This is an optimization exercise on Yosys and OpenROAD, whose aim is small area and a short achievable clock period, not a production implementation.
The RTL was checked by simulation tests, not by an equivalence proof against the original design.

Setup of try-xenon:
==> module lab4_2, before the edit <==
module lab4_2( 
              input wire      mode,
              input wire[2:0] opCode,
              input wire[3:0] value,
              input clk,
              input reset,
              output reg[9:0] result,
              output reg cacheFull,
              output reg invalidOp,
              output reg overflow);
    reg [6:0] mem[0:31];
    reg [9:0]  p1;      
    reg [11:0] p1x3;    
    reg [5:0]  cnt;     
    reg [3:0]  start;   
    reg [4:0]  nxt;     
    reg        last;    
    reg [6:0]  cur;     
    reg [3:0]  tgt;     
    wire [2:0] cop = cur[6:4];
    wire [3:0] cv  = cur[3:0];
    wire full  = cnt[5];
    wire empty = (cnt == 6'd0);
    wire valid = (opCode[1:0] != 2'b11);
    wire store = !mode && !full && valid;
    wire exec  = mode && !empty;
    wire jump  = cop[2] & cop[1];
    function isjump;
        input [6:0] e;
        isjump = e[6] & e[5];
    endfunction
    wire [11:0] sum = result + cv + (cop[0] ? p1 : 10'd0);
    function [9:0] row;
        input [1:0] d;
        input [9:0] b;
        input [9:0] b3;
        case (d)
            2'd0: row = 10'd0;
            2'd1: row = b;
            2'd2: row = {b[8:0], 1'b0};
            default: row = b3;
        endcase
    endfunction
    wire [9:0] r0 = row(result[1:0], p1, p1x3[9:0]);
    wire [9:0] r1 = row(result[3:2], p1, p1x3[9:0]);
    wire [9:0] r2 = row(result[5:4], p1, p1x3[9:0]);
    wire [9:0] r3 = row(result[7:6], p1, p1x3[9:0]);
    wire [9:0] r4 = row(result[9:8], p1, p1x3[9:0]);
    function [1:0] fa;
        input a, b, c;
        fa = {(a & b) | (a & c) | (b & c), a ^ b ^ c};
    endfunction
    function [1:0] ha;
        input a, b;
        ha = {a & b, a ^ b};
    endfunction
    wire t1, t2, t3, t4, t5, t6, t7, t8, t9, t10, t11, t12, t13, t14, t15, t16, t17, t18, t19, t20, t21, t22, t23, t24, t25, t26, t27, t28;
    assign {t2, t1} = ha(r0[8], r1[6]);
    assign {t4, t3} = fa(r0[9], r1[7], r2[5]);
    assign {t6, t5} = ha(r0[6], r1[4]);
    assign {t8, t7} = fa(r0[7], r1[5], r2[3]);
    assign {t10, t9} = fa(t1, r2[4], r3[2]);
    assign {t12, t11} = fa(t3, r3[3], r4[1]);
    assign {t14, t13} = ha(cv[2], r0[2]);
    assign {t16, t15} = fa(cv[3], r0[3], r1[1]);
    assign {t18, t17} = fa(r0[4], r1[2], r2[0]);
    assign {t20, t19} = fa(r0[5], r1[3], r2[1]);
    assign {t22, t21} = fa(t5, r2[2], r3[0]);
    assign {t24, t23} = fa(t7, r3[1], t6);
    assign {t26, t25} = fa(t9, r4[0], t8);
    assign {t28, t27} = fa(t11, t2, t10);
    wire [9:0] mx = {t27, t25, t23, t21, t19, t17, t15, t13, cv[1], cv[0]};
    wire [9:0] my = {t26, t24, t22, t20, t18, t16, t14, r1[0], r0[1], r0[0]};
    wire mcout = t4 | t12 | t28;
    wire [10:0] plo = mx + my;
    function rowhi;
        input [1:0]  d;
        input        ge1;    
        input        ge2;    
        input        ge3;    
        case (d)
            2'd0: rowhi = 1'b0;
            2'd1: rowhi = ge1;
            2'd2: rowhi = ge2;
            default: rowhi = ge3;
        endcase
    endfunction
    wire mhi = rowhi(result[1:0], 1'b0,        p1[9],       |p1x3[11:10])
             | rowhi(result[3:2], |p1[9:8],    |p1[9:7],    |p1x3[11:8])
             | rowhi(result[5:4], |p1[9:6],    |p1[9:5],    |p1x3[11:6])
             | rowhi(result[7:6], |p1[9:4],    |p1[9:3],    |p1x3[11:4])
             | rowhi(result[9:8], |p1[9:2],    |p1[9:1],    |p1x3[11:2]);
    wire movf = plo[10] | mcout | mhi;
    wire [3:0] pop = result[0] + result[1] + result[2] + result[3] + result[4]
                   + result[5] + result[6] + result[7] + result[8] + result[9];
    wire [9:0] rev = {result[0], result[1], result[2], result[3], result[4],
                      result[5], result[6], result[7], result[8], result[9]};
    reg [9:0] nres;
    reg       novf;
    always @* begin
        case (cop[2:1])
            2'b00:   begin nres = sum[9:0]; novf = sum[11:10] != 2'd0; end
            2'b01:   begin nres = plo[9:0]; novf = movf; end
            default: begin nres = cop[0] ? rev : {6'd0, pop}; novf = 1'b0; end
        endcase
    end
    wire [4:0] nidx = last ? {1'b0, tgt} : nxt;        
    wire [5:0] nidx1 = nidx + 6'd1;
    reg [6:0] rdat;                                      
    integer k;
    always @* begin
        rdat = 7'd0;
        for (k = 0; k < 32; k = k + 1)
            rdat = rdat | (mem[k] & {7{nidx == k}});
    end
    reg [6:0] ncur;
    reg [3:0] nst;
    always @* begin
        ncur = cur;
        nst  = start;
        if (empty)
            ncur = {opCode, value};
        else if (mode) begin
            ncur = rdat;
            nst  = tgt;
        end
    end
    always @(posedge clk) begin
        if (store)
            mem[cnt[4:0]] <= {opCode, value};
        cur <= ncur;
        tgt <= isjump(ncur) ? ncur[3:0] : nst;
    end
    always @(posedge clk or posedge reset) begin
        if (reset) begin
            result    <= 10'd0;
            p1        <= 10'd0;
            p1x3      <= 12'd0;
            overflow  <= 1'b0;
            cacheFull <= 1'b0;
            invalidOp <= 1'b0;
            cnt       <= 6'd0;
            start     <= 4'd0;
            nxt       <= 5'd1;
            last      <= 1'b0;
        end else begin
            if (!mode) begin
                if (full)
                    cacheFull <= 1'b1;
                else begin
                    invalidOp <= !valid;
                    if (valid) begin
                        cnt  <= cnt + 6'd1;
                        last <= empty;
                    end
                end
            end else if (!empty) begin
                nxt   <= nidx1[4:0];
                last  <= (nidx1 == cnt);
                start <= tgt;
                if (!jump) begin
                    result   <= nres;
                    p1       <= result;
                    p1x3     <= {2'd0, result} + {1'b0, result, 1'b0};
                    overflow <= novf;
                end
            end
        end
    end
endmodule
Settings: LEC_CHECK=0, CAP_MARGIN=20, CORE_MARGIN=2, CORE_UTILIZATION=40, CTS_CLUSTER_DIAMETER=150, CTS_CLUSTER_SIZE=20, SETUP_SLACK_MARGIN=4.1, SLEW_MARGIN=20; clock period 8.0 ns.
run.sh (not shown) runs the stock make flow with config.mk's settings and CLKGATE_MAP_FILE= SYNTH_SCRIPT=/design/flow/synth_recipe.tcl, a recipe that flattens the netlist after the stock synthesis.
Input changes introduced in try-umber (baseline for comparison: try-xenon):
--- a/flow/design.v
+++ b/flow/design.v
@@ -113,25 +113,21 @@
         rdat = 7'd0;
         for (k = 0; k < 32; k = k + 1)
             rdat = rdat | (mem[k] & {7{nidx == k}});
     end
-    reg [6:0] ncur;
-    reg [3:0] nst;
-    always @* begin
-        ncur = cur;
-        nst  = start;
-        if (empty)
-            ncur = {opCode, value};
-        else if (mode) begin
-            ncur = rdat;
-            nst  = tgt;
-        end
-    end
+    wire [6:0] wc = {opCode, value};
+    wire [3:0] tw = isjump(wc)   ? value      : start;    
+    wire [3:0] te = isjump(rdat) ? rdat[3:0]  : tgt;      
     always @(posedge clk) begin
         if (store)
-            mem[cnt[4:0]] <= {opCode, value};
-        cur <= ncur;
-        tgt <= isjump(ncur) ? ncur[3:0] : nst;
+            mem[cnt[4:0]] <= wc;
+        if (empty) begin
+            cur <= wc;
+            tgt <= tw;
+        end else if (mode) begin
+            cur <= rdat;
+            tgt <= te;
+        end
     end
     always @(posedge clk or posedge reset) begin
         if (reset) begin
             result    <= 10'd0;
### Flow results
Floorplan die area: higher on try-umber
Against try-xenon, total met3 wirelength after detailed routing in try-umber rose by more than a quarter.
Re setup slack: try-umber is 0.18 ns up on try-xenon.
Between try-xenon and try-umber, the difference in sequential share of layout area is negligible.
Run comparison: try-umber most used routing layer met1; try-xenon most used routing layer met2
Of the two values seen for start point of the critical path, result[5] was produced by try-xenon and result[1] by try-umber.
| path length in cells of the critical path | try-umber vs try-xenon | 1 higher |
Cmp try-xenon and try-umber / setup slack at placement / lower: try-xenon

==> what the ideal ports hide <==
Ports are ideal in the flow. The routed layouts listed here were re-timed in OpenROAD. Step 1, drivers: a clkbuf_16 drives clk and a buf_2 each remaining input, both assumed. Step 2 also shifts input and output timing later by t, the mid clock arrival at the registers, as if the neighbouring blocks saw the same clock. Slacks: no drivers / after step 1 / after step 2; pairs: no drivers / after step 1.
run	shift t [ns]	setup slack, ns	worst setup path after step 2	clock arrival spread, ns	slew at the worst register clock pin (ns)
try-xenon	0.575	3.923 / 3.923 / 3.612	input to register	0.032 / 0.032	0.10 / 0.10
try-umber	0.562	4.108 / 4.108 / 3.793	input to register	0.021 / 0.021	0.10 / 0.10
After both steps every run listed still meets setup and hold. For try-umber, which loses most, drivers alone change the setup slack by 0.000 ns; drivers and shift together by -0.315 ns.
